What follows belongs to an exercise in optimizing a design on an open flow for small area; a production flow would make more cautious choices. Only simulation tests tie the RTL to the original design; equivalence was not proved. Power is estimated from default activity; no workload was simulated.

==> flow/design.v (excerpt) <==
module pe_array(
  input  clk_i,
  input  rst_ni,
  input  clr_i,
  output clr_o,
  input  we_i,
  output we_o,
  input  [1:0] mode_i,
  input  [64-1:0] srca_word_i,
  output [64-1:0] srca_word_o,
  input  [8-1:0] srcb_i,
  output [64-1:0] wordp_o
);
export LEC_CHECK = 0
export ABC_AREA = 1
export CAP_MARGIN = 20
export CORE_MARGIN = 2
export CORE_UTILIZATION = 60
export CTS_CLUSTER_DIAMETER = 70
export CTS_CLUSTER_SIZE = 20
export SLEW_MARGIN = 20
export SYNTH_HIERARCHICAL = 1
create_clock -name core_clock -period 6.0 [get_ports {clk_i}]
standard.sh (not shown) runs the stock make flow with config.mk's settings and CLKGATE_MAP_FILE= SYNTH_SCRIPT=/design/flow/synth_recipe.tcl, a recipe that flattens the netlist after the stock synthesis.
==> flow/flow/run.sh <==
#!/bin/bash
# The standard layout (standard synthesis, floorplan, placement, CTS, routing)
# with one change in how the layout is made: the port buffers use the
# smallest buffer cell (the resizer still upsizes any that need it).
set -o pipefail
bash standard.sh "BUFFER_PORTS_ARGS=-buffer_cell sky130_fd_sc_hd__buf_1" finish > standard.log 2>&1
The baseline produced a clean layout.
Change:
==> flow/run.sh (new file) <==
#!/bin/bash
# synth_recipe.tcl (not shown) runs the flow's synth.tcl, then flattens the netlist and writes it again
# the make line also repeats each setting of config.mk as NAME=value (left out here)
make -C /OpenROAD-flow-scripts/flow DESIGN_CONFIG=/design/flow/config.mk WORK_HOME=/design/flow/orfs CLKGATE_MAP_FILE= SYNTH_SCRIPT=/design/flow/synth_recipe.tcl finish
--- a/flow/config.mk
+++ b/flow/config.mk
@@ -10,6 +10,5 @@
 export CORE_MARGIN = 2
 export CORE_UTILIZATION = 60
-export CTS_CLUSTER_DIAMETER = 70
-export CTS_CLUSTER_SIZE = 20
+export CTS_BUF_LIST = sky130_fd_sc_hd__clkbuf_4
 export SLEW_MARGIN = 20
 export SYNTH_HIERARCHICAL = 1
removed: flow/flow/run.sh
removed: flow/standard.sh
Result: Non-clock buffer count rises by 5; total power rises by 2.0%; cell area rises by 4.5%; worst setup slack is worse by 0.026 ns; die area is unchanged.
Change:
--- a/flow/config.mk
+++ b/flow/config.mk
@@ -9,6 +9,5 @@
 export CAP_MARGIN = 20
 export CORE_MARGIN = 2
-export CORE_UTILIZATION = 60
-export CTS_BUF_LIST = sky130_fd_sc_hd__clkbuf_4
+export CORE_UTILIZATION = 40
 export SLEW_MARGIN = 20
 export SYNTH_HIERARCHICAL = 1
The new run ran to the end with no violations.
Hold slack loses 0.0099 ns.
Power goes up by a few percent.
Critical path depth is unchanged.
Wire length rises slightly.
Worst setup slack gains 0.11 ns.
Global-route usage falls by 10 points.
Non-clock buffer count went up by 12.
Design area goes up by a few percent.
Die area goes up by well over a third.
Utilization fell by 22 points.
Change:
==> flow/flow/run.sh (new file) <==
#!/bin/bash
# The standard layout (standard synthesis, floorplan, placement, CTS, routing)
# with two changes in how the layout is made: the port buffers use the
# smallest buffer cell, and after global routing the resizer recovers area
# (downsizes cells) on paths with timing slack.
set -o pipefail
bash standard.sh "BUFFER_PORTS_ARGS=-buffer_cell sky130_fd_sc_hd__buf_1" RECOVER_POWER=100 finish > standard.log 2>&1
==> flow/standard.sh (new file) <==
#!/bin/bash
# synth_recipe.tcl (not shown) runs the flow's synth.tcl, then flattens the netlist and writes it again
# the make line also repeats each setting of config.mk as NAME=value (left out here)
make -C /OpenROAD-flow-scripts/flow DESIGN_CONFIG=/design/flow/config.mk WORK_HOME=/design/flow/orfs CLKGATE_MAP_FILE= SYNTH_SCRIPT=/design/flow/synth_recipe.tcl "${@:-finish}"
--- a/flow/config.mk
+++ b/flow/config.mk
@@ -9,5 +9,5 @@
 export CAP_MARGIN = 20
 export CORE_MARGIN = 2
-export CORE_UTILIZATION = 40
+export CORE_UTILIZATION = 60
 export SLEW_MARGIN = 20
 export SYNTH_HIERARCHICAL = 1
removed: flow/run.sh
After rerunning:
- The new run produced a layout that fails on max-capacitance violations, max-slew violations
- non-clock buffer count shrinks by 16
- cell area fell by 5.8%
- die area fell by about 33%
- worst hold slack improved by 0.0070 ns
- routed wire length decreases by 2.5%
- synthesized cell count is unchanged
- global-route usage is higher by 9.4 points
- fmax shrinks by 0.38%
- via count increases by about 2%
- combinational power goes down by about 4.3%
Change:
==> flow/run.sh (new file) <==
#!/bin/bash
# synth_recipe.tcl (not shown) runs the flow's synth.tcl, then flattens the netlist and writes it again
# the make line also repeats each setting of config.mk as NAME=value (left out here)
make -C /OpenROAD-flow-scripts/flow DESIGN_CONFIG=/design/flow/config.mk WORK_HOME=/design/flow/orfs CLKGATE_MAP_FILE= SYNTH_SCRIPT=/design/flow/synth_recipe.tcl finish
--- a/flow/config.mk
+++ b/flow/config.mk
@@ -10,4 +10,6 @@
 export CORE_MARGIN = 2
 export CORE_UTILIZATION = 60
+export CTS_CLUSTER_DIAMETER = 70
+export CTS_CLUSTER_SIZE = 20
 export SLEW_MARGIN = 20
 export SYNTH_HIERARCHICAL = 1
removed: flow/flow/run.sh
removed: flow/standard.sh
With this change the flow finished with timing, DRC and antenna clean.
Sequential share of layout area came out lower by 0.73 points.
Wire length hardly moves.
Via count drops by 0.37%.
Global-route usage barely changes.
Clock skew decreases by 0.0087 ns.


== sierra ==
Another version of the RTL of pe_array (not shown whole).
Size: ~2800 cells after synthesis, ~210 I/O pins, ~26000 µm² of cells after synthesis.
Design pe_array, start of the top module:
module pe_array(
  input  clk_i,
  input  rst_ni,
  input  clr_i,
  output clr_o,
  input  we_i,
  output we_o,
  input  [1:0] mode_i,
  input  [64-1:0] srca_word_i,
  output [64-1:0] srca_word_o,
  input  [8-1:0] srcb_i,
  output [64-1:0] wordp_o
);
clock: 6.0 ns
lec_check: 0
abc_area: 1
cap_margin: 20
core_margin: 2
core_utilization: 60
cts_cluster_diameter: 70
cts_cluster_size: 20
slew_margin: 20
synth_hierarchical: 1
run.sh (not shown) runs the stock make flow with config.mk's settings and CLKGATE_MAP_FILE= SYNTH_SCRIPT=/design/flow/synth_recipe.tcl, a recipe that flattens the netlist after the stock synthesis.
Stock flow here: none of the scripts above is used.
> inputs changed (sierra -> juniper)
==> flow/flow/run.sh (new file) <==
#!/bin/bash
# The standard layout (standard synthesis, floorplan, placement, CTS, routing)
# with one change in how the layout is made: the port buffers use the
# smallest buffer cell (the resizer still upsizes any that need it).
set -o pipefail
bash standard.sh "BUFFER_PORTS_ARGS=-buffer_cell sky130_fd_sc_hd__buf_1" finish > standard.log 2>&1
==> flow/standard.sh (new file) <==
#!/bin/bash
# synth_recipe.tcl (not shown) runs the flow's synth.tcl, then flattens the netlist and writes it again
# the make line also repeats each setting of config.mk as NAME=value (left out here)
make -C /OpenROAD-flow-scripts/flow DESIGN_CONFIG=/design/flow/config.mk WORK_HOME=/design/flow/orfs CLKGATE_MAP_FILE= SYNTH_SCRIPT=/design/flow/synth_recipe.tcl "${@:-finish}"
removed: flow/run.sh
Results
- No stage failed in juniper, and the final checks on the layout all came back clean.
- Between juniper and sierra, the wire length reported by the detailed router is lower for juniper.
- Total power: juniper below sierra
- The final clock skew reported for juniper is greater than that of sierra by 0.0033 ns.
- Number of inserted diodes in juniper vs sierra: up 1
- Biggest cell delay along the critical path across juniper and sierra: no real change.
- Summary — sequential share of layout area, juniper relative to sierra: higher, by 1.6 points.

port drivers added, routing unchanged:
The flow's constraints put no driver on any port. The routed layouts listed below were extracted and timed again, unchanged, in two steps. Step 1: set_driving_cell puts a clkbuf_16 on clk_i and a buf_2 on each other input, an assumption about the parent block. Step 2 adds t to the input delays and takes it off the output delays; t is the mean of the earliest and latest rising clock arrival at the registers after step 1. Input paths then give back, and output paths get back, about the clock's delay inside the block. a / b / c = no drivers / after step 1 / after step 2; a / b = the first two.
run | shift t [ns] | slack for setup (ns) | clock arrival spread, ns
the first run of note 1 | 0.615 | 0.189 / 0.189 / 0.189 | 0.027 / 0.027
the second run of note 1 | 0.903 | 0.163 / 0.163 / 0.163 | 0.068 / 0.068
the third run of note 1 | 0.638 | 0.271 / 0.271 / 0.243 | 0.027 / 0.026
the fourth run of note 1 | 0.631 | 0.249 / 0.249 / 0.119 | 0.035 / 0.034
the fifth run of note 1 | 0.652 | 0.170 / 0.170 / 0.170 | 0.029 / 0.028
sierra | 0.643 | 0.166 / 0.166 / -0.432 | 0.026 / 0.026
juniper | 0.657 | 0.168 / 0.168 / -0.257 | 0.025 / 0.025
With both steps, setup timing fails in sierra and juniper, where it was met with ideal ports. For sierra, which loses most, drivers alone change the setup slack by 0.000 ns; drivers and shift together by -0.598 ns.
